This is an optimization exercise on Yosys and OpenROAD, whose aim is small area, not a production implementation.
Only simulation tests tie the RTL to the original design; equivalence was not proved.
No run shown here takes its clock network from TritonCTS; it comes from the design's own scripts or RTL.
The clock port is modelled as an ideal driver, which makes a skipped or thinned clock tree look cheaper than it is; a real chip needs a root buffer or a tree.
Power and IR drop assume default switching activity.

$ cat flow/config.mk
export PLATFORM = sky130hd
export DESIGN_NAME = i2c_control
export DESIGN_NICKNAME = i2c_control
export VERILOG_FILES = /design/flow/design.v
export SDC_FILE = /design/flow/constraint.sdc
export NUM_CORES = 4
export LEC_CHECK = 0
export ABC_AREA = 1
export CAP_MARGIN = 20
export CORE_MARGIN = 2
export CORE_UTILIZATION = 45
export SLEW_MARGIN = 20
$ cat flow/constraint.sdc
create_clock -name core_clock -period 10.0 [get_ports {Clk}]
set_input_delay 2.0000 -clock core_clock [delete_from_list [all_inputs] [get_ports {Clk}]]
set_output_delay 2.0000 -clock core_clock [all_outputs]
set_load 0.01 [all_outputs]
$ cat flow/design.v
module i2c_bit_shift(
	Clk,
	ld,
	tick,
	pre,
	post
);
	input Clk;
	input ld;
	output tick;
	output pre;
	output post;
	reg [4:0] D;
	assign tick = (D == 5'b11111);
	assign pre = (D == 5'b01111);
	assign post = (D == 5'b11110);
	always @(posedge Clk)
		if (ld)
			D <= 5'b01111;
		else
			D <= {D[3:0], D[4] ^ D[2]};
endmodule
module i2c_control(
	Clk,
	Rst_n,
	wrreg_req,
	rdreg_req,
	addr,
	addr_mode,
	wrdata,
	rddata,
	device_id,
	RW_Done,
	ack,
	i2c_sclk,
	i2c_sdat_i,
	i2c_sdat_pull
);
	input Clk;
	input Rst_n;
	input wrreg_req;
	input rdreg_req;
	input [15:0]addr;
	input addr_mode;
	input [7:0]wrdata;
	output reg[7:0]rddata;
	input [7:0]device_id;
	output RW_Done;
	output reg ack;
	output i2c_sclk;
	input i2c_sdat_i;
	output reg i2c_sdat_pull;
	reg [2:0] b;
	reg rd;
	reg [3:0] s;
	reg [1:0] q;
	reg [7:0] sr;
	wire tick, pre, post;
	wire idle = (!b[2] && !b[1] && !b[0]);
	wire fin = (b[2] && b[1]);
	wire act = (!b[2] && b[1]) || (b[2] && !b[1]) || (b[0]);
	wire start_ok = idle || (fin && tick);
	wire req = wrreg_req || rdreg_req;
	wire start = start_ok && req;
	wire dslot = s[3];
	wire gap = !s[3] && ((!s[2] && s[1]));
	wire gaph = !s[3] && ((s[1] && !s[0]));
	wire gapl = !s[3] && ((!s[2] && s[1] && s[0]));
	wire s_sta = !s[3] && ((s[2]));
	wire s_sto = !s[3] && ((!s[1] && s[0]));
	wire s_ack = !s[3] && ((!s[1] && !s[0]));
	wire isB0 = (!b[2] && !b[1]);
	wire isB4 = (b[2] && b[0]);
	wire has_sta = (!b[2] && !b[1]) || (b[2] && !b[0] && rd);
	wire has_sto = (b[2] && b[0]) || (b[2] && !rd);
	wire sel_dev = (!b[2] && !b[1]) || (b[2] && rd);
	wire wr_last = (b[2] && !rd);
	wire dev_or1 = (b[2]);
	wire capture = (b[2] && b[1] && rd);
	wire addr_hi = (!b[2] && !b[0] && addr_mode) || (b[1] && b[0] && !addr_mode);
	wire addr_lo = (!b[2] && !b[0] && !addr_mode) || (b[1] && b[0] && addr_mode);
	wire q0 = (!q[1] && !q[0]);
	wire q2 = (q[1] && !q[0]);
	wire q3 = (q[1] && q[0]);
	wire q_odd = (q[0]);
	wire q_hi = (q[1]);
	wire t = tick && !gap;             
	wire slot_end = t && q3;
	wire gap_end = tick && gap && act;    
	wire gap1 = act && gap && post;    
	wire gap2 = gap && pre;            
	assign RW_Done = fin && tick;
	assign i2c_sclk = q_hi || gaph || (isB0 && s_sta);
	i2c_bit_shift i2c_bit_shift(
		.Clk(Clk),
		.ld(start_ok || gap1),
		.tick(tick),
		.pre(pre),
		.post(post)
	);
	always @(posedge Clk or negedge Rst_n)
	if (!Rst_n) begin
		b <= 3'd0;
		s <= 4'd2;
		q <= 2'd0;
	end
	else begin
		if (start_ok)
			b <= req ? 3'd1 : 3'd0;
		else if (gap1)
			case (b)
				3'd1: b <= 3'd2;
				3'd2: b <= addr_mode ? 3'd3 : 3'd4;
				3'd3: b <= 3'd4;
				3'd4: b <= rd ? 3'd5 : 3'd6;
				default: b <= 3'd6;
			endcase
		if (t) begin
			q[1] <= (!q[1] && q[0]) || (q[1] && !q[0]);
			q[0] <= (!q[0]);
		end
		if (gap_end)
			s <= has_sta ? 4'd7 : 4'd8;
		else if (slot_end) begin
			if (dslot)
				s <= (s[2:0] == 3'd7) ? 4'd0 : {1'b1, s[2:0] + 3'd1};
			else if (s_ack)
				s <= has_sto ? 4'd1 : 4'd3;
			else if (s_sto)
				s <= 4'd2;
			else
				s <= 4'd8;
		end
	end
	always @(posedge Clk)
		if (start)
			rd <= !wrreg_req;
	wire ld_dev = gap2 && sel_dev;
	wire ld_hi  = gap2 && addr_hi;
	wire ld_lo  = gap2 && addr_lo;
	wire ld_wr  = gap2 && wr_last;
	wire shift  = t && q2 && (dslot || (s_ack && !isB4));
	wire hold   = !gap2 && !shift;
	wire sh_in  = (dslot && !isB4) ? sr[7] : i2c_sdat_i;
	wire [7:0] dev = device_id | {7'd0, dev_or1};
	always @(posedge Clk)
		sr <= ({8{ld_dev}} & dev) | ({8{ld_hi}} & addr[15:8]) | ({8{ld_lo}} & addr[7:0]) |
		      ({8{ld_wr}} & wrdata) | ({8{shift}} & {sr[6:0], sh_in}) | ({8{hold}} & sr);
	always @(posedge Clk or negedge Rst_n)
	if (!Rst_n) begin
		i2c_sdat_pull <= 1'b0;
		ack <= 1'b0;
		rddata <= 8'd0;
	end
	else begin
		if (gapl && post)
			i2c_sdat_pull <= !sr[1];
		else if (t && q0 && dslot)
			i2c_sdat_pull <= !sr[7] && !isB4;
		else if (t && !q_odd && !dslot)
			i2c_sdat_pull <= q_hi ? s_sta : s_sto;
		if (start_ok)
			ack <= 1'b0;
		else if (gap1 && !isB4)
			ack <= ack | sr[0];
		if (capture && gap2)
			rddata <= sr;
	end
endmodule
$ cat flow/flow/run.sh
#!/bin/bash
# Own layout flow: the standard flow (standard.sh), with these changes:
#  - the port buffers are buf_1 cells;
#  - the clock tree is two clkbuf_8 cells driven by the clock port, each
#    driving half of the registers (flow/manual_cts.tcl, in place of
#    clock_tree_synthesis in the CTS step; the rest of the step, with its
#    legalisation and timing repair, is unchanged).
# make's output goes to standard_flow.log; ORFS keeps each step's log
# under orfs/logs.
set -euo pipefail
here=$PWD
rm -rf scripts_local
cp -r "$FLOW_HOME/scripts" scripts_local
cp flow/abc_area.script scripts_local/abc_area.script
sed -i "s|^log_cmd clock_tree_synthesis {\*}\$cts_args|source $here/flow/manual_cts.tcl|" scripts_local/cts.tcl
grep -q "manual_cts.tcl" scripts_local/cts.tcl
export SCRIPTS_DIR=$here/scripts_local
export BUFFER_PORTS_ARGS="-buffer_cell sky130_fd_sc_hd__buf_1"
export MCTS_CELL=sky130_fd_sc_hd__clkbuf_8
export MCTS_GROUPS=2
bash standard.sh ADDER_MAP_FILE= finish > standard_flow.log 2>&1
$ cat flow/flow/abc_area.script
strash
ifraig
dc2
strash
&get -n
&st
&dch
&nf -a -R 1000
&put
$ cat flow/flow/manual_cts.tcl
# Clock tree made by hand: the clock port drives $ncts clock buffers
# ($::env(MCTS_CELL)), each placed at the centre of a group of registers
# and driving that group. Groups come from splitting the registers by
# position (k-d split on x, then y).
set mcts_cell $::env(MCTS_CELL)
set mcts_groups $::env(MCTS_GROUPS)
set block [ord::get_db_block]
set clk_net [$block findNet Clk]
set sinks {}
foreach it [$clk_net getITerms] {
  set bb [[$it getInst] getBBox]
  lappend sinks [list $it [expr {([$bb xMin] + [$bb xMax]) / 2}] [expr {([$bb yMin] + [$bb yMax]) / 2}]]
}
proc mcts_split { sinks n axis } {
  if { $n <= 1 } { return [list $sinks] }
  set idx [expr { $axis == 0 ? 1 : 2 }]
  set sorted [lsort -integer -index $idx $sinks]
  set n1 [expr { $n / 2 }]
  set k [expr { ([llength $sorted] * $n1) / $n }]
  set a [lrange $sorted 0 [expr { $k - 1 }]]
  set b [lrange $sorted $k end]
  return [concat [mcts_split $a $n1 [expr {1 - $axis}]] [mcts_split $b [expr { $n - $n1 }] [expr {1 - $axis}]]]
}
set master [[ord::get_db] findMaster $mcts_cell]
set gi 0
foreach group [mcts_split $sinks $mcts_groups 0] {
  set sx 0; set sy 0
  foreach s $group { set sx [expr { $sx + [lindex $s 1] }]; set sy [expr { $sy + [lindex $s 2] }] }
  set x [expr { $sx / [llength $group] }]
  set y [expr { $sy / [llength $group] }]
  set inst [odb::dbInst_create $block $master "clkbuf_m_$gi"]
  set net [odb::dbNet_create $block "clknet_m_$gi"]
  $net setSigType CLOCK
  foreach s $group { set it [lindex $s 0]; $it disconnect; $it connect $net }
  [$inst findITerm A] connect $clk_net
  [$inst findITerm X] connect $net
  $inst setLocation $x $y
  $inst setPlacementStatus PLACED
  puts "manual CTS: $mcts_cell clkbuf_m_$gi drives [llength $group] registers"
  incr gi
}
$ cat flow/standard.sh
#!/bin/bash
# synth_recipe.tcl (not shown) runs the flow's synth.tcl, then flattens the netlist and writes it again
# the make line also repeats each setting of config.mk as NAME=value (left out here)
make -C /OpenROAD-flow-scripts/flow DESIGN_CONFIG=/design/flow/config.mk WORK_HOME=/design/flow/orfs CLKGATE_MAP_FILE= SYNTH_SCRIPT=/design/flow/synth_recipe.tcl "${@:-finish}"
==> results.yml, run 1 <==
drt:
  drt_pass1_iterations: 7
  ant_nets: 0
  drc: 0
  drtIter0Drc: 149
  viasPerCell: 5.87
  vias: 1520
  drt-wirelength-per-cell_um: 14.8
  wl_um: 3830
timing:
  fin_worst_skew_ns: 0.00402
  timing.fmax_mhz: 301
  layout_min_cycle_time_ns: 3.33
  hold_viol_final: 0
  relSlewSlack_pct: 32.0
  finalSetupViolCount: 0
  slew_viol_final: 0
  worstMarginPinSlew_ns: 1.02
  fin_crit_sh_pct: 33.3
  rsz0062_at_grt: "false"
  fin_setup_tns_ns: 0
clock_tree:
  clkSlewWorstSetupHoldPaths_ns: 0.10
  insertion_delay_ns: 0.16
  cts_resized: 0
  cts_hold_buf: 0
  cts_setup_buffers: 0
floorplanning:
  initial_utilization_pct: 47.1
  ios: 50
  die_area_mm2: 0.00398
  die_height_um: 63.1
  core-area_mm2: 0.00334
  chipWidth_um: 63.1
  rows: 21
synthesis:
  post-synth-top-area-fraction_pct: 28.7
  synth_common_cells: "nand2_1 (21), dfrtp_1 (18), nor2_1 (17)"
  async_flop_share_pct: 57.6
  avgSynthCellArea_um2: 9.69
  synth_cell_types: 34
  yosys.area.top_type: "dfrtp_1"
  synth_seq_area_share_pct: 48.8
  ys_seq_elements: 33
  synthTopCellsByArea: "dfrtp_1 (29%), dfxtp_1 (17%), a222oi_1 (9.6%)"
  yosysMostFrequentCell: "nand2_1"
  syn_area_mm2: 0.00157
  synth_nets: 200
  synth-edff-count: 1
  ys.flop_type: "dfrtp_1"
  yosys_warnings: 2
  netlist_instances: 162
place:
  dp_hpwl_um: 2950
  gp_congestion: 0.832
  port_buffers: 49
  dp_cells: 257
min_path:
  hold_path.class: "reg2reg"
  hp-start: "rddata[1]"
setup_path:
  r2r_start: "s[3]"
  crit_path_top_delay_cell: "dfrtp_1"
  startpoint_type: "register"
  required_ns: 8.00
  crit_path_end_kind: "primary output"
  path_class: "reg2out"
  slowest_delay_ns: 0.52
  cp_max_fo: 10
  r2r_slack_ns: 7.51
  worstPathCellList: "clkinv_1, a31oi_1, o21ai_0, buf_1"
  critPathArrivalTime_ns: 1.33
  crit_path_start: "s[3]"
pwr:
  power.density_mw_per_mm2: 262
  total_power_w: 0.000483
  leakagePower_nw: 0.738
  ir_worst_vdd_uv: 129
global_routing:
  first_global_vias: 1362
  grt_antenna_before_repair: 0
  grt_max_degree: 20
  grt_usage_pct: 18.7
  grt_overflow: 0
  grt_pass1_wl_um: 6310
finish:
  antennaDiodeCount: 0
  fill_cells: 337
  areaGrowthSynthToFinish_pct: 17.2
  final_cells: 259
  nets: 253
  drive_above_1_share_pct: 1.88
flow_run:
  drv_cap: 0
run_status:
  run_status: "finished clean"
-- metal layers --
layer	track usage [%]	vias to the layer above	wire length, µm
li1	-	728	-
met1	26.7	735	1740
met2	32.4	48	1860
met3	1.07	9	177
met4	1.94	0	48
met5	0	-	0
-- stage by stage --
step | setup slack, ns | cell area [µm²] | hold slack [ns] | utilization (%)
finish | 6.67 | 1840 | 0.495 | 55.2
detailed placement | 6.53 | 1810 | 0.478 | 54.3
CTS | 6.55 | 1840 | 0.477 | 55.1
global placement | 6.62 | 1810 | 0.454 | 54.3
floorplan | 7.06 | 1570 | 0.439 | -
global route | 6.50 | 1840 | 0.514 | 55.2
-- area by class of cell --
type                       count  area (µm²)  share of cell area (%)
sequential                    33         767                    41.7
multi-input combinational    124         785                    42.6
inverter                       5        18.8                    1.02
timing repair buffer          49         185                    10.1
tap                           46        57.6                    3.13
buffer                         2        27.5                    1.50
-- report_power, final --
part           total (W)  leakage, nW  internal (W)  switching (W)
Sequential      0.000235        0.364      0.000181      0.0000542
Clock          0.0000506       0.0144     0.0000186      0.0000321
Combinational   0.000197        0.359     0.0000917       0.000105
-- registers in the layout (all words and copies together) (netlist names) --
signal,cells
sr,8
i2c_bit_shift.D,5
q,2
rddata,8
i2c_sdat_pull,1
rd,1
s,4
b,3
ack,1
-- cells by family (layout without fill, tap and decap cells) --
family,after synthesis,after routing,synth area share [%]
xor+xnor,3,3,1.67
compound gates,45,45,22.4
mux,8,8,5.74
simple gates,68,68,20.2
flops,33,33,48.8
buf+inv,5,56,1.20
-- cells in the final DEF, fill, tap and decap left out, drive strengths merged, types with 4 or more instances in the layout --
| cell | netlist | final |
|---|---|---|
| a222oi | 15 | 15 |
| nor2 | 17 | 17 |
| dfxtp | 13 | 13 |
| buf | 0 | 48 |
| dfrtp | 18 | 18 |
| or3 | 5 | 5 |
| nor2b | 4 | 4 |
| nand2 | 21 | 21 |
| o21ai | 4 | 4 |
| clkinv | 5 | 5 |
| o22a | 4 | 4 |
| a21oi | 8 | 8 |
| nand3 | 7 | 7 |
| nor3 | 5 | 5 |
| mux2 | 8 | 8 |
-- critical path, delay by kind of cell (launching register included) --
family	cells	cell delay, ns
DFF	1	0.52
AOI/OAI and AO/OA	2	0.29
buffers and inverters	2	0.36
-- worst paths after layout --
kind,cells past startpoint,endpoint
setup / recovery,4,i2c_sclk
hold / removal,1,rddata[1]
setup reg to reg,7,sr[0]
hold reg to reg,1,rddata[1]
max in group asynchronous,1,s[1]
min in group asynchronous,1,s[2]
==> inputs of run 2 (changes only) <==
--- a/flow/design.v
+++ b/flow/design.v
@@ -57,7 +57,7 @@
 	reg [7:0] sr;
 	wire tick, pre, post;
-	wire idle = (!b[2] && !b[1] && !b[0]);
-	wire fin = (b[2] && b[1]);
-	wire act = (!b[2] && b[1]) || (b[2] && !b[1]) || (b[0]);
+	wire idle = (b[2] && b[1] && !b[0]);
+	wire fin = (b[2] && !b[1] && b[0]);
+	wire act = (!b[2]) || (!b[1] && !b[0]) || (b[1] && b[0]);
 	wire start_ok = idle || (fin && tick);
 	wire req = wrreg_req || rdreg_req;
@@ -70,14 +70,14 @@
 	wire s_sto = !s[3] && ((!s[1] && s[0]));
 	wire s_ack = !s[3] && ((!s[1] && !s[0]));
-	wire isB0 = (!b[2] && !b[1]);
-	wire isB4 = (b[2] && b[0]);
-	wire has_sta = (!b[2] && !b[1]) || (b[2] && !b[0] && rd);
-	wire has_sto = (b[2] && b[0]) || (b[2] && !rd);
-	wire sel_dev = (!b[2] && !b[1]) || (b[2] && rd);
-	wire wr_last = (b[2] && !rd);
-	wire dev_or1 = (b[2]);
-	wire capture = (b[2] && b[1] && rd);
-	wire addr_hi = (!b[2] && !b[0] && addr_mode) || (b[1] && b[0] && !addr_mode);
-	wire addr_lo = (!b[2] && !b[0] && !addr_mode) || (b[1] && b[0] && addr_mode);
+	wire isB0 = (b[2] && !b[1]);
+	wire isB4 = (b[2] && b[1]);
+	wire has_sta = (!b[2] && b[0] && rd) || (b[2] && !b[1]);
+	wire has_sto = (b[2] && b[1]) || (b[0] && !rd);
+	wire sel_dev = (b[2]) || (b[0] && rd);
+	wire wr_last = (b[0] && !rd);
+	wire dev_or1 = (!b[2]);
+	wire capture = (b[2] && !b[1] && b[0] && rd);
+	wire addr_hi = (!b[2] && !b[1] && !b[0] && !addr_mode) || (b[1] && addr_mode);
+	wire addr_lo = (!b[2] && !b[1] && !b[0] && addr_mode) || (b[1] && !addr_mode);
 	wire q0 = (!q[1] && !q[0]);
 	wire q2 = (q[1] && !q[0]);
@@ -87,6 +87,6 @@
 	wire t = tick && !gap;             
 	wire slot_end = t && q3;
-	wire gap_end = tick && gap && act;    
-	wire gap1 = act && gap && post;    
+	wire gap_end = tick && gap && !fin;    
+	wire gap1 = gap && post;    
 	wire gap2 = gap && pre;            
 	assign RW_Done = fin && tick;
@@ -101,5 +101,5 @@
 	always @(posedge Clk or negedge Rst_n)
 	if (!Rst_n) begin
-		b <= 3'd0;
+		b <= 3'd6;
 		s <= 4'd2;
 		q <= 2'd0;
@@ -107,12 +107,12 @@
 	else begin
 		if (start_ok)
-			b <= req ? 3'd1 : 3'd0;
+			b <= req ? 3'd4 : 3'd6;
 		else if (gap1)
 			case (b)
-				3'd1: b <= 3'd2;
-				3'd2: b <= addr_mode ? 3'd3 : 3'd4;
-				3'd3: b <= 3'd4;
-				3'd4: b <= rd ? 3'd5 : 3'd6;
-				default: b <= 3'd6;
+				3'd4: b <= 3'd2;
+				3'd2: b <= addr_mode ? 3'd0 : 3'd1;
+				3'd0: b <= 3'd1;
+				3'd1: b <= rd ? 3'd7 : 3'd5;
+				default: b <= 3'd5;
 			endcase
 		if (t) begin
@@ -164,5 +164,5 @@
 		else if (gap1 && !isB4)
 			ack <= ack | sr[0];
-		if (capture && gap2)
+		if (capture && pre)
 			rddata <= sr;
 	end
==> results.yml, run 2 <==
run_status:
  run_status: "finished clean"
setup_path:
  required_ns: 8.00
  crit_family: "flip-flops"
  startpoint_type: "register"
  path_class: "reg2out"
  ff2ff_path_depth: 8
  cp_max_fo: 11
  reg2reg_to: "sr[1]"
  r2r_slack_ns: 7.42
  cp.depth: 3
  worstPathCellList: "nand2_1, nor3_1, buf_1"
  crit_path_top_delay_cell: "dfstp_2"
  path_buf_inv: 1
  crit_path_start: "b[2]"
  r2r_start: "s[3]"
  slowest_delay_ns: 0.65
  critPathArrivalTime_ns: 1.38
  crit_path_end: "RW_Done"
  crit_path_end_kind: "primary output"
pwr:
  leakagePower_nw: 0.714
  power.density_mw_per_mm2: 108
  ir_worst_vdd_uv: 90.1
timing:
  hold_viol_final: 0
  layout_min_cycle_time_ns: 3.38
  relSlewSlack_pct: 56.9
  worstMarginPinSlew_ns: 0.645
  fin_crit_sh_pct: 33.8
  fin_worst_skew_ns: 0.0102
  rsz0062_at_grt: "false"
  finalSetupViolCount: 0
  timing.fmax_mhz: 296
  slew_viol_final: 0
  fin_setup_tns_ns: 0
global_routing:
  grt_overflow: 0
  grt_max_degree: 20
  first_global_vias: 1282
  grt_antenna_before_repair: 0
  grt_usage_pct: 19.3
  grt_pass1_wl_um: 6230
finish:
  areaGrowthSynthToFinish_pct: 17.9
  antennaDiodeCount: 0
  nets: 251
  final_common_cell: "buf_1"
  fill_cells: 356
  fin_util_pct: 54.9
  top_regs: "rddata x8, sr x8, i2c_bit_shift.D x5"
  drive_above_1_share_pct: 3.32
  layout_common_cells: "buf_1 (48), nand2_1 (21), nor2_1 (19)"
synthesis:
  ys_seq_elements: 33
  synth_common_cells: "nand2_1 (21), nor2_1 (19), dfrtp_1 (16)"
  yosys_warnings: 2
  synthTopCellsByArea: "dfrtp_1 (26%), dfxtp_1 (17%), a222oi_1 (9.7%)"
  syn_area_mm2: 0.00155
  yosysMostFrequentCell: "nand2_1"
  synth_seq_area_share_pct: 49.6
  async_flop_share_pct: 57.6
  synth_cell_types: 38
  avgSynthCellArea_um2: 9.77
  post-synth-top-area-fraction_pct: 25.8
  yosys.area.top_type: "dfrtp_1"
  synth-edff-count: 1
  netlist_instances: 159
  ys.flop_type: "dfrtp_1"
  synth_nets: 197
min_path:
  hold_path.class: "reg2reg"
drt:
  wl_um: 3920
  viasPerCell: 5.75
  ant_nets: 0
  drtIter0Drc: 196
  drt-wirelength-per-cell_um: 15.3
  drc: 0
  vias: 1478
  drt_pass1_iterations: 6
clock_tree:
  cts_resized: 0
  cts_hold_buf: 0
  insertion_delay_ns: 0.16
  cts_setup_buffers: 0
  clkSlewWorstSetupHoldPaths_ns: 0.10
place:
  port_buffers: 49
  gp_congestion: 0.846
  dp_hpwl_um: 2900
floorplanning:
  rows: 21
  ios: 50
  die_height_um: 62.7
  die_area_mm2: 0.00394
  chipWidth_um: 62.7
  core-area_mm2: 0.00334
  initial_utilization_pct: 46.5
flow_run:
  drv_cap: 0
## run 2: cells by family after synthesis
family	share of synthesized area [%]
simple gates	20.1
compound gates	21.9
flops	49.6
mux	5.80
buf+inv	0.967
xor+xnor	1.69
## run 2: how the worst min path moves through the flow
stage	from	depth (start not counted)	endpoint
after CTS	rddata[7]	1	rddata[7]
final	rddata[3]	1	rddata[3]
after floorplan	i2c_bit_shift.D[0]	1	i2c_bit_shift.D[1]
after global routing	i2c_bit_shift.D[3]	1	i2c_bit_shift.D[4]
after detailed placement	rddata[0]	1	rddata[0]
after global placement	i2c_bit_shift.D[3]	1	i2c_bit_shift.D[4]
## run 2: cell type report
class / count / area (µm²) / share of cell area [%]
sequential: 33 / 769 / 42.0
buffer: 2 / 27.5 / 1.50
timing repair buffer: 50 / 193 / 10.5
tap: 46 / 57.6 / 3.14
inverter: 4 / 15.0 / 0.820
multi-input combinational: 122 / 768 / 42.0
## run 2: power breakdown
part | total [W] | switching (W) | leakage (nW) | internal [W]
clock network | 0.0000504 | 0.0000318 | 0.0144 | 0.0000186
logic | 0.0000109 | 0.00000549 | 0.343 | 0.00000543
registers | 0.000137 | 0.00000189 | 0.357 | 0.000135
## run 2: per-stage QoR
step | hold slack [ns] | instances | power [W] | instance area, µm² | setup slack, ns
after floorplan | 0.431 | 159 | 0.000142 | 1550 | 6.94
after global placement | 0.465 | 255 | 0.000150 | 1800 | 6.83
after detailed placement | 0.474 | 255 | 0.000151 | 1800 | 6.81
after CTS | 0.474 | 257 | 0.000189 | 1830 | 6.80
after global routing | 0.512 | 257 | 0.000208 | 1830 | 6.49
final | 0.493 | 257 | 0.000199 | 1830 | 6.62
## run 2: metal layers
layer  GRT usage, %  vias up  wire length (µm)
met2           32.4       41              1890
met1           28.2      702              1840
met3           1.80        4               171
met4           1.67        0                19
met5              0        -                 0
li1               -      731                 -
## run 2: worst register-to-register path, cell delays in order (launching register included)
cell	delay, ns
dfrtp_1	0.49
clkinv_1	0.21
nand2_1	0.20
nor2_1	0.10
nor3_1	0.34
o211a_1	0.41
a21oi_1	0.22
a222oi_1	0.40
nand2_1	0.10
==> inputs of run 3 (changes only) <==
--- a/flow/config.mk
+++ b/flow/config.mk
@@ -7,6 +7,6 @@
 export LEC_CHECK = 0
 export ABC_AREA = 1
-export CAP_MARGIN = 20
+export CAP_MARGIN = 0
 export CORE_MARGIN = 2
 export CORE_UTILIZATION = 45
-export SLEW_MARGIN = 20
+export SLEW_MARGIN = 0
==> results.yml, run 3 <==
run_status:
  run_status: "finished clean"
drt:
  ant_nets: 0
  vias: 1478
  drt_pass1_iterations: 5
  drtIter0Drc: 196
  wl_um: 3900
  viasPerCell: 5.75
  drc: 0
  drt-wirelength-per-cell_um: 15.2
setup_path:
  path_class: "reg2out"
  startpoint_type: "register"
  critPathArrivalTime_ns: 1.38
  r2r_slack_ns: 7.44
  r2r_start: "s[3]"
  reg2reg_to: "sr[3]"
  ff2ff_path_depth: 8
  required_ns: 8.00
  crit_path_end_kind: "primary output"
  cp_max_fo: 11
synthesis:
  synth_nets: 197
  netlist_instances: 159
  synthTopCellsByArea: "dfrtp_1 (26%), dfxtp_1 (17%), a222oi_1 (9.7%)"
  async_flop_share_pct: 57.6
  yosysMostFrequentCell: "nand2_1"
  yosys.area.top_type: "dfrtp_1"
  post-synth-top-area-fraction_pct: 25.8
  ys.flop_type: "dfrtp_1"
  synth_cell_types: 38
  yosys_warnings: 2
  synth_seq_area_share_pct: 49.6
  syn_area_mm2: 0.00155
  ys_seq_elements: 33
  synth_common_cells: "nand2_1 (21), nor2_1 (19), dfrtp_1 (16)"
  synth-edff-count: 1
  avgSynthCellArea_um2: 9.77
min_path:
  hp-start: "rddata[3]"
  holdPathEnd: "rddata[3]"
  hold_path.class: "reg2reg"
  min_delay_path_depth: 1
clock_tree:
  cts_setup_buffers: 0
  clkSlewWorstSetupHoldPaths_ns: 0.10
  cts_hold_buf: 0
  cts_resized: 0
  insertion_delay_ns: 0.16
finish:
  top_regs: "rddata x8, sr x8, i2c_bit_shift.D x5"
  drive_above_1_share_pct: 2.84
  antennaDiodeCount: 0
  final_common_cell: "buf_1"
  layout_common_cells: "buf_1 (49), nand2_1 (21), nor2_1 (19)"
  areaGrowthSynthToFinish_pct: 17.8
  nets: 251
floorplanning:
  rows: 21
  chipWidth_um: 62.7
  die_height_um: 62.7
  core-area_mm2: 0.00334
  initial_utilization_pct: 46.5
  die_area_mm2: 0.00394
  ios: 50
global_routing:
  grt.busiest_layer: "met2"
  use_met3_pct: 1.80
  grt_max_degree: 20
  grt_overflow: 0
  grt_antenna_before_repair: 0
  first_global_vias: 1282
  grt_util_met1_pct: 28.2
  grt_pass1_wl_um: 6230
  gr-usage-met2_pct: 32.4
  grt_usage_pct: 19.3
timing:
  rsz0062_at_grt: "false"
  fin_ws_ns: 6.62
  fin_setup_tns_ns: 0
  layout_min_cycle_time_ns: 3.38
  hold_viol_final: 0
  worstMarginPinSlew_ns: 1.08
  relSlewSlack_pct: 27.7
  fin_crit_sh_pct: 33.8
  finalSetupViolCount: 0
  fin_worst_skew_ns: 0.0100
  whs_ns: 0.493
  slew_viol_final: 0
  timing.fmax_mhz: 296
place:
  port_buffers: 49
  place_ws_ns: 6.81
  gp_congestion: 0.846
  dp_hpwl_um: 2900
pwr:
  leakagePower_nw: 0.711
  power.density_mw_per_mm2: 108
  ir_worst_vdd_uv: 90.1
flow_run:
  drv_cap: 0
-- run 3: cell counts after synthesis --
No cell type changed its count.
-- run 3: through the flow --
stage          total power [W]  util, %  cell area [µm²]  cells
2_1_floorplan         0.000142        -             1550    159
3_3_place_gp          0.000150     54.0             1800    255
3_5_place_dp          0.000151     54.0             1800    255
4_1_cts               0.000189     54.8             1830    257
5_1_grt               0.000208     54.8             1830    257
6_report              0.000198     54.8             1830    257
-- run 3: area by class of cell --
class	count	area, µm²
sequential	33	769
fill	357	1510
tap	46	57.6
buffer	2	27.5
inverter	4	15.0
timing repair buffer	50	191
multi-input combinational	122	768
-- run 3: layer usage --
layer  wire length, µm  vias to the layer above
met4                19                        0
met1              1800                      701
met2              1890                       41
met3               186                        4
li1                  -                      732
met5                 0                        -
-- run 3: worst max-delay path, cell delays in order (launching register included) --
cell and delay, ns:
dfstp_2 0.65, nand2_1 0.09, nor3_1 0.30, buf_1 0.19
-- run 3: cells by family after synthesis --
family,share of synthesized area (%)
multiplexers,5.80
buffers and inverters,0.967
flip-flops,49.6
XOR/XNOR,1.69
AND/OR/NAND/NOR,20.1
AO/OA/AOI/OAI,21.9
-- run 3: power breakdown --
group / leakage (nW) / internal (W) / switching (W) / total (W)
combinational: 0.340 / 0.00000537 / 0.00000547 / 0.0000108
clock: 0.0144 / 0.0000186 / 0.0000318 / 0.0000503
sequential: 0.357 / 0.000135 / 0.00000188 / 0.000137
-- run 3: how the worst max path moves through the flow --
stage          start       to  cells past startpoint
3_5_place_dp    b[2]  RW_Done                      3
4_1_cts         b[2]  RW_Done                      3
5_1_grt         b[2]  RW_Done                      3
2_1_floorplan   b[2]  RW_Done                      2
3_3_place_gp    b[2]  RW_Done                      3
6_report        b[2]  RW_Done                      3
==> inputs of run 4 (changes only) <==
--- a/flow/config.mk
+++ b/flow/config.mk
@@ -10,3 +10,4 @@
 export CORE_MARGIN = 2
 export CORE_UTILIZATION = 45
+export GPL_TIMING_DRIVEN = 0
 export SLEW_MARGIN = 0
==> results.yml, run 4 <==
setup_path:
  crit_path_end_kind: "primary output"
  worstPathCellList: "nand2_1, nor3_1, buf_1"
  critPathArrivalTime_ns: 1.41
  startpoint_type: "register"
  path_class: "reg2out"
  crit_path_top_delay_cell: "dfstp_2"
  slowest_delay_ns: 0.65
  cp_max_fo: 11
  required_ns: 8.00
synthesis:
  ys_seq_elements: 33
  yosys.area.top_type: "dfrtp_1"
  synth_seq_area_share_pct: 49.6
  synth_nets: 197
  yosys.area_share.xor_xnor_pct: 1.69
  ys.flop_type: "dfrtp_1"
  synth_compound_area_share_pct: 21.9
  synthSimpleGateAreaFrac_pct: 20.1
  avgSynthCellArea_um2: 9.77
  netlist_instances: 159
  synth-edff-count: 1
  yosys_warnings: 2
  synth_fa_ha_area_share_pct: 0
  yosysMostFrequentCell: "nand2_1"
  synth_cell_types: 38
  synth_common_cells: "nand2_1 (21), nor2_1 (19), dfrtp_1 (16)"
  synthTopCellsByArea: "dfrtp_1 (26%), dfxtp_1 (17%), a222oi_1 (9.7%)"
  post-synth-top-area-fraction_pct: 25.8
  synth_top_family_by_area: "compound AO/OA/AOI/OAI gates"
  async_flop_share_pct: 57.6
  syn_area_mm2: 0.00155
  synthMuxAreaShare_pct: 5.80
global_routing:
  first_global_vias: 1245
  grt_max_degree: 20
  grt_usage_pct: 19.0
  grt_pass1_wl_um: 6200
  grt_overflow: 0
  grt_antenna_before_repair: 0
timing:
  rsz0062_at_grt: "false"
  finalSetupViolCount: 0
  worstMarginPinSlew_ns: 1.16
  slew_viol_final: 0
  fin_worst_skew_ns: 0.0102
  relSlewSlack_pct: 21.7
  fin_setup_tns_ns: 0
  timing.fmax_mhz: 293
  hold_viol_final: 0
  fin_crit_sh_pct: 34.1
  layout_min_cycle_time_ns: 3.41
finish:
  nets: 250
  layout_common_cells: "buf_1 (49), nand2_1 (21), nor2_1 (19)"
  drive_above_1_share_pct: 2.38
  final_common_cell: "buf_1"
  antennaDiodeCount: 0
  areaGrowthSynthToFinish_pct: 17.3
  top_regs: "rddata x8, sr x8, i2c_bit_shift.D x5"
pwr:
  total_power_w: 0.000199
  power.density_mw_per_mm2: 109
  leakagePower_nw: 0.705
  ir_worst_vdd_uv: 85.9
clock_tree:
  cts_setup_buffers: 0
  cts_hold_buf: 0
  cts_resized: 0
  clkSlewWorstSetupHoldPaths_ns: 0.09
  insertion_delay_ns: 0.16
place:
  gp_congestion: 0.816
  dp_hpwl_um: 2810
  port_buffers: 49
flow_run:
  drv_cap: 0
min_path:
  hold_path.class: "reg2reg"
drt:
  ant_nets: 0
  vias: 1482
  drtIter0Drc: 180
  drt-wirelength-per-cell_um: 14.8
  viasPerCell: 5.79
  wl_um: 3800
  drc: 0
  drt_pass1_iterations: 7
floorplanning:
  chipWidth_um: 62.7
  core-area_mm2: 0.00334
  ios: 50
  die_area_mm2: 0.00394
  rows: 21
  initial_utilization_pct: 46.5
  die_height_um: 62.7
run_status:
  run_status: "finished clean"
==> run 4: routing by layer <==
layer | global-route usage, % | up-vias | share of wire, %
li1 | - | 721 | -
met1 | 29.5 | 698 | 45
met2 | 30.2 | 60 | 47
met3 | 1.80 | 3 | 7.4
met4 | 1.11 | 0 | 0.76
met5 | 0 | - | 0
==> run 4: critical path: cells and delay by family (launching register included) <==
family / cells / cell delay (ns)
buffers and inverters: 1 / 0.19
DFF: 1 / 0.65
and+or+nand+nor: 2 / 0.42
==> run 4: final cells by class <==
class,count,area [µm²]
plain buffers,2,27.5
inverters,4,15.0
flip-flops and latches,33,769
multi-input cells,122,768
well taps,46,57.6
fillers,331,1520
repair buffers,49,184
==> run 4: final timing paths <==
| check | startpoint | endpoint | slack, ns | cells after the start |
|---|---|---|---|---|
| setup reg to reg | s[3] | b[1] | 7.36 | 6 |
| max in group asynchronous | Rst_n | rddata[4] | 7.37 | 1 |
| hold / removal | i2c_bit_shift.D[0] | i2c_bit_shift.D[1] | 0.49 | 1 |
| hold reg to reg | i2c_bit_shift.D[0] | i2c_bit_shift.D[1] | 0.49 | 1 |
| setup / recovery | b[2] | RW_Done | 6.59 | 3 |
| min in group asynchronous | Rst_n | s[3] | 1.99 | 1 |
==> run 4: metrics by stage <==
| step | utilization [%] | hold WS, ns | instances | setup WS [ns] | instance area [µm²] |
|---|---|---|---|---|---|
| floorplan | - | 0.431 | 159 | 6.94 | 1550 |
| global placement | 53.8 | 0.465 | 254 | 6.79 | 1790 |
| detailed placement | 53.8 | 0.467 | 254 | 6.76 | 1790 |
| CTS | 54.6 | 0.471 | 256 | 6.75 | 1820 |
| global route | 54.6 | 0.520 | 256 | 6.44 | 1820 |
| finish | 54.6 | 0.490 | 256 | 6.59 | 1820 |
==> run 4: power breakdown <==
| group | internal [W] | leakage [nW] | total [W] | switching [W] |
|---|---|---|---|---|
| clock network | 0.0000186 | 0.0144 | 0.0000513 | 0.0000327 |
| registers | 0.000135 | 0.357 | 0.000137 | 0.00000194 |
| logic | 0.00000537 | 0.334 | 0.0000105 | 0.00000515 |
==> run 4: logic make-up after synthesis <==
group / Yosys count
AOI/OAI and AO/OA: 43
xor gates and xnor gates: 3
buffers and inverters: 4
DFF: 33
muxes: 8
and+or+nand+nor: 68
==> inputs of run 5 (changes only) <==
==> flow/flow/run.sh (replaced) <==
#!/bin/bash
# Own layout flow: the standard flow (standard.sh), with these changes:
#  - the port buffers are buf_1 cells;
#  - the clock tree is three clkbuf_4 cells driven by the clock port, each
#    driving a third of the registers, grouped by position
#    (flow/manual_cts.tcl, in place of clock_tree_synthesis in the CTS step;
#    the rest of the step, with its legalisation and timing repair, is
#    unchanged);
set -euo pipefail
here=$PWD
rm -rf scripts_local
cp -r "$FLOW_HOME/scripts" scripts_local
cp flow/abc_area.script scripts_local/abc_area.script
sed -i "s|^log_cmd clock_tree_synthesis {\*}\$cts_args|source $here/flow/manual_cts.tcl|" scripts_local/cts.tcl
grep -q "manual_cts.tcl" scripts_local/cts.tcl
export SCRIPTS_DIR=$here/scripts_local
export BUFFER_PORTS_ARGS="-buffer_cell sky130_fd_sc_hd__buf_1"
export MCTS_CELL=sky130_fd_sc_hd__clkbuf_4
export MCTS_GROUPS=3
bash standard.sh ADDER_MAP_FILE= finish > standard_flow.log 2>&1
==> results.yml, run 5 <==
place:
  gp_congestion: 0.816
  port_buffers: 49
  place_area_mm2: 0.00179
  dp_hpwl_um: 2810
global_routing:
  grt_usage_pct: 18.9
  first_global_vias: 1259
  grt_overflow: 0
  grt_antenna_before_repair: 0
  grt_max_degree: 20
  grt_pass1_wl_um: 6170
drt:
  drt_pass1_iterations: 6
  drtIter0Drc: 198
  wl_met3_um: 250
  drc: 0
  drt-wirelength-per-cell_um: 14.7
  viasPerCell: 5.69
  met1_length_um: 1690
  vias: 1462
  wl_um: 3780
  wl_met2_um: 1820
  ant_nets: 0
  highest_layer: "met4"
floorplanning:
  die_area_mm2: 0.00394
  rows: 21
  ios: 50
  chipWidth_um: 62.7
  die_height_um: 62.7
  initial_utilization_pct: 46.5
  core-area_mm2: 0.00334
synthesis:
  synth_cell_types: 38
  ys_seq_elements: 33
  synthSimpleGateAreaFrac_pct: 20.1
  yosysMostFrequentCell: "nand2_1"
  post-synth-top-area-fraction_pct: 25.8
  synth-edff-count: 1
  synthTopCellsByArea: "dfrtp_1 (26%), dfxtp_1 (17%), a222oi_1 (9.7%)"
  async_flop_share_pct: 57.6
  synth_fa_ha_area_share_pct: 0
  syn_area_mm2: 0.00155
  synth_compound_area_share_pct: 21.9
  avgSynthCellArea_um2: 9.77
  synth_seq_area_share_pct: 49.6
  synth_common_cells: "nand2_1 (21), nor2_1 (19), dfrtp_1 (16)"
  synth_nets: 197
  yosys.area_share.xor_xnor_pct: 1.69
  yosys_warnings: 2
  netlist_instances: 159
  yosys.area.top_type: "dfrtp_1"
  synth_top_family_by_area: "compound AO/OA/AOI/OAI gates"
  ys.flop_type: "dfrtp_1"
  synthMuxAreaShare_pct: 5.80
pwr:
  ir_worst_vdd_uv: 74.2
  leakagePower_nw: 0.705
  power.density_mw_per_mm2: 107
  total_power_w: 0.000194
setup_path:
  critPathArrivalTime_ns: 1.42
  cp_max_fo: 11
  r2r_slack_ns: 7.41
  startpoint_type: "register"
  crit_path_top_delay_cell: "dfstp_2"
  r2r_start: "s[3]"
  ff2ff_path_depth: 6
  worstPathCellList: "nand2_1, nor3_1, buf_1"
  slowest_delay_ns: 0.65
  reg2reg_to: "b[1]"
  crit_family: "flip-flops"
  crit_path_end_kind: "primary output"
  path_buf_inv: 1
  required_ns: 8.00
  path_class: "reg2out"
finish:
  fin_area_mm2: 0.00182
  top_regs: "rddata x8, sr x8, i2c_bit_shift.D x5"
  fill_cells: 334
  layout_common_cells: "buf_1 (49), nand2_1 (21), nor2_1 (19)"
  nets: 251
  areaGrowthSynthToFinish_pct: 17.0
  antennaDiodeCount: 0
  final_common_cell: "buf_1"
  drive_above_1_share_pct: 2.84
timing:
  fin_worst_skew_ns: 0.0102
  timing.fmax_mhz: 292
  slew_viol_final: 0
  worstMarginPinSlew_ns: 1.10
  layout_min_cycle_time_ns: 3.42
  fin_setup_tns_ns: 0
  relSlewSlack_pct: 25.7
  hold_viol_final: 0
  rsz0062_at_grt: "false"
  finalSetupViolCount: 0
  fin_crit_sh_pct: 34.2
clock_tree:
  cts_hold_buf: 0
  clkSlewWorstSetupHoldPaths_ns: 0.10
  insertion_delay_ns: 0.17
  cts_resized: 0
  cts_setup_buffers: 0
flow_run:
  drv_cap: 0
min_path:
  hp-start: "i2c_bit_shift.D[0]"
  hold_path.class: "reg2reg"
  holdPathEnd: "i2c_bit_shift.D[1]"
  min_delay_path_depth: 1
run_status:
  run_status: "finished clean"
-- run 5: power by group --
part	leakage [nW]	internal (W)	switching [W]
Combinational	0.334	0.00000537	0.00000515
Sequential	0.357	0.000135	0.00000193
Clock	0.0138	0.0000144	0.0000318
Total	0.705	0.000155	0.0000388
-- run 5: how the worst max path moves through the flow --
stage              start  endpoint  slack (ns)  cells after the start
2_1_floorplan       b[2]   RW_Done        6.94                      2
3_3_place_gp        b[2]   RW_Done        6.79                      3
3_5_place_dp   addr_mode     sr[0]        6.76                      6
4_1_cts        addr_mode     sr[0]        6.75                      6
5_1_grt             b[2]   RW_Done        6.42                      3
6_report            b[2]   RW_Done        6.58                      3
-- run 5: per-stage QoR --
step	hold WS (ns)	util (%)	setup WS [ns]	cells
global placement	0.465	53.8	6.79	254
global route	0.523	54.4	6.42	257
finish	0.488	54.4	6.58	257
floorplan	0.431	-	6.94	159
CTS	0.471	54.4	6.75	257
detailed placement	0.467	53.8	6.76	254
-- run 5: layout make-up --
| type | count | area, µm² | share of cell area [%] |
|---|---|---|---|
| Sequential cell | 33 | 769 | 42.4 |
| Multi-Input combinational cell | 122 | 768 | 42.3 |
| Timing Repair Buffer | 49 | 184 | 10.1 |
| Tap cell | 46 | 57.6 | 3.17 |
| Buffer | 3 | 22.5 | 1.24 |
| Inverter | 4 | 15.0 | 0.826 |
-- run 5: layer usage --
metal,vias up,track usage (%)
li1,727,-
met3,2,1.80
met1,677,29.0
met2,56,30.2
met5,-,0
met4,0,1.39
-- run 5: logic make-up after synthesis --
| group | after synthesis |
|---|---|
| multiplexers | 8 |
| XOR/XNOR | 3 |
| AND/OR/NAND/NOR | 68 |
| AO/OA/AOI/OAI | 43 |
| flip-flops | 33 |
| buffers and inverters | 4 |
==> inputs of run 6 (changes only) <==
--- a/flow/flow/manual_cts.tcl
+++ b/flow/flow/manual_cts.tcl
@@ -1,6 +1,6 @@
-# Clock tree made by hand: the clock port drives $ncts clock buffers
-# ($::env(MCTS_CELL)), each placed at the centre of a group of registers
-# and driving that group. Groups come from splitting the registers by
-# position (k-d split on x, then y).
+# Clock tree made by hand: the clock port drives MCTS_GROUPS clock buffers
+# of cell MCTS_CELL (both set in run.sh), each placed at the centre of a
+# group of registers and driving that group. The groups split the
+# registers by position (alternately by x and by y), into equal sizes.
 set mcts_cell $::env(MCTS_CELL)
 set mcts_groups $::env(MCTS_GROUPS)
==> results.yml, run 6 <==
timing:
  layout_min_cycle_time_ns: 3.42
  worstMarginPinSlew_ns: 1.10
  rsz0062_at_grt: "false"
  timing.fmax_mhz: 292
  fin_worst_skew_ns: 0.0102
  finalSetupViolCount: 0
  fin_ws_ns: 6.58
  fin_setup_tns_ns: 0
  slew_viol_final: 0
  fin_crit_sh_pct: 34.2
  relSlewSlack_pct: 25.7
  hold_viol_final: 0
setup_path:
  path_class: "reg2out"
  cp_max_fo: 11
  r2r_start: "s[3]"
  reg2reg_to: "b[1]"
  slowest_delay_ns: 0.65
  ff2ff_path_depth: 6
  required_ns: 8.00
  critPathArrivalTime_ns: 1.42
  crit_path_end_kind: "primary output"
  r2r_slack_ns: 7.41
  crit_path_top_delay_cell: "dfstp_2"
  startpoint_type: "register"
  worstPathCellList: "nand2_1, nor3_1, buf_1"
min_path:
  hp-start: "i2c_bit_shift.D[0]"
  min_delay_path_depth: 1
  hold_path.class: "reg2reg"
  holdPathEnd: "i2c_bit_shift.D[1]"
place:
  port_buffers: 49
  place_ws_ns: 6.76
  gp_congestion: 0.816
  dp_hpwl_um: 2810
finish:
  layout_common_cells: "buf_1 (49), nand2_1 (21), nor2_1 (19)"
  final_common_cell: "buf_1"
  areaGrowthSynthToFinish_pct: 17.0
  drive_above_1_share_pct: 2.84
  fill_cells: 334
  antennaDiodeCount: 0
  fin_util_pct: 54.4
  nets: 251
  top_regs: "rddata x8, sr x8, i2c_bit_shift.D x5"
synthesis:
  netlist_instances: 159
  avgSynthCellArea_um2: 9.77
  async_flop_share_pct: 57.6
  synth_nets: 197
  synth_cell_types: 38
  yosys.area.top_type: "dfrtp_1"
  syn_area_mm2: 0.00155
  synth-edff-count: 1
  ys_seq_elements: 33
  synth_common_cells: "nand2_1 (21), nor2_1 (19), dfrtp_1 (16)"
  yosysMostFrequentCell: "nand2_1"
  ys.flop_type: "dfrtp_1"
  synth_seq_area_share_pct: 49.6
  post-synth-top-area-fraction_pct: 25.8
  yosys_warnings: 2
  synthTopCellsByArea: "dfrtp_1 (26%), dfxtp_1 (17%), a222oi_1 (9.7%)"
global_routing:
  grt_max_degree: 20
  first_global_vias: 1259
  grt_antenna_before_repair: 0
  grt_overflow: 0
  grt_usage_pct: 18.9
  grt_pass1_wl_um: 6170
floorplanning:
  rows: 21
  die_height_um: 62.7
  ios: 50
  chipWidth_um: 62.7
  initial_utilization_pct: 46.5
  die_area_mm2: 0.00394
  core-area_mm2: 0.00334
drt:
  vias: 1462
  ant_nets: 0
  drt_pass1_iterations: 6
  viasPerCell: 5.69
  drc: 0
  drt-wirelength-per-cell_um: 14.7
  drtIter0Drc: 198
  wl_um: 3780
pwr:
  leakagePower_nw: 0.705
  ir_worst_vdd_uv: 74.2
  power.density_mw_per_mm2: 107
clock_tree:
  clkSlewWorstSetupHoldPaths_ns: 0.10
  cts_setup_buffers: 0
  cts_hold_buf: 0
  cts_resized: 0
  insertion_delay_ns: 0.17
flow_run:
  drv_cap: 0
run_status:
  run_status: "finished clean"
==> run 6: cell counts in the layout (fill, tap and decap cells not counted) <==
Identical to the previous run, type by type.
==> run 6: how the worst max path moves through the flow <==
stage / from / endpoint / slack [ns] / depth (start not counted)
2_1_floorplan: b[2] / RW_Done / 6.94 / 2
3_3_place_gp: b[2] / RW_Done / 6.79 / 3
3_5_place_dp: addr_mode / sr[0] / 6.76 / 6
4_1_cts: addr_mode / sr[0] / 6.75 / 6
5_1_grt: b[2] / RW_Done / 6.42 / 3
6_report: b[2] / RW_Done / 6.58 / 3
==> run 6: critical path, delay by kind of cell (launching register included) <==
family / cells / cell delay, ns
buf+inv: 1 / 0.19
flops: 1 / 0.65
simple gates: 2 / 0.42
==> run 6: where the power goes <==
part           internal (W)  switching [W]  leakage (nW)
registers          0.000135     0.00000193         0.357
logic            0.00000537     0.00000515         0.334
clock network     0.0000144      0.0000318        0.0138
total              0.000155      0.0000388         0.705
==> run 6: stage by stage <==
step | hold WS [ns] | std cells | cell area, µm² | power [W]
2_1_floorplan | 0.431 | 159 | 1550 | 0.000142
3_3_place_gp | 0.465 | 254 | 1790 | 0.000150
3_5_place_dp | 0.467 | 254 | 1790 | 0.000151
4_1_cts | 0.471 | 257 | 1820 | 0.000185
5_1_grt | 0.523 | 257 | 1820 | 0.000205
6_report | 0.488 | 257 | 1820 | 0.000194
==> run 6: kinds of logic (layout without fill, tap and decap cells) <==
group	Yosys count	in the layout	share of synthesized area, %
buf+inv	4	56	0.967
xor+xnor	3	3	1.69
flops	33	33	49.6
mux	8	8	5.80
simple gates	68	68	20.1
compound gates	43	43	21.9
==> run 6: area by class of cell <==
class,count,area [µm²],area share [%]
sequential,33,769,42.4
multi-input combinational,122,768,42.3
timing repair buffer,49,184,10.1
tap,46,57.6,3.17
buffer,3,22.5,1.24
inverter,4,15.0,0.826
==> run 6: metal layers <==
metal / part of all wire, % / track usage (%)
met1: 45 / 29.0
met2: 48 / 30.2
met3: 6.6 / 1.80
met4: 0.42 / 1.39
met5: 0 / 0

## afterwards: timing with drivers on the ports
The results above use ideal ports. As a check the final layouts listed here were re-extracted and re-timed, cells and wires unchanged.
Step 1 assumes that a clkbuf_16 drives the clock port and a buf_2 every other input.
Step 2 also shifts input and output timing later by t, the mid clock arrival at the registers, as if the neighbouring blocks saw the same clock.
a / b / c = ideal ports / drivers / drivers and shift; a / b = the first two.
run	t (ns)	setup WS [ns]	worst hold slack (ns)	slew at the worst register clock pin (ns)	worst slew at a driven data input, ns
run 1	0.191	6.673 / 6.635 / 6.492	0.495 / 0.495 / 0.495	0.10 / 0.10	0.04
run 2	0.188	6.618 / 6.583 / 6.771	0.493 / 0.493 / 0.493	0.10 / 0.10	0.04
run 3	0.189	6.618 / 6.582 / 6.771	0.493 / 0.493 / 0.493	0.10 / 0.10	0.04
run 4	0.193	6.589 / 6.551 / 6.719	0.490 / 0.490 / 0.490	0.10 / 0.10	0.04
run 5	0.201	6.578 / 6.543 / 6.721	0.488 / 0.488 / 0.488	0.11 / 0.11	0.04
run 6	0.201	6.578 / 6.543 / 6.721	0.488 / 0.488 / 0.488	0.11 / 0.11	0.04
After both steps setup and hold are still met in every run listed. For run 1, which loses most, drivers alone change the setup slack by -0.038 ns; drivers and shift together by -0.181 ns.
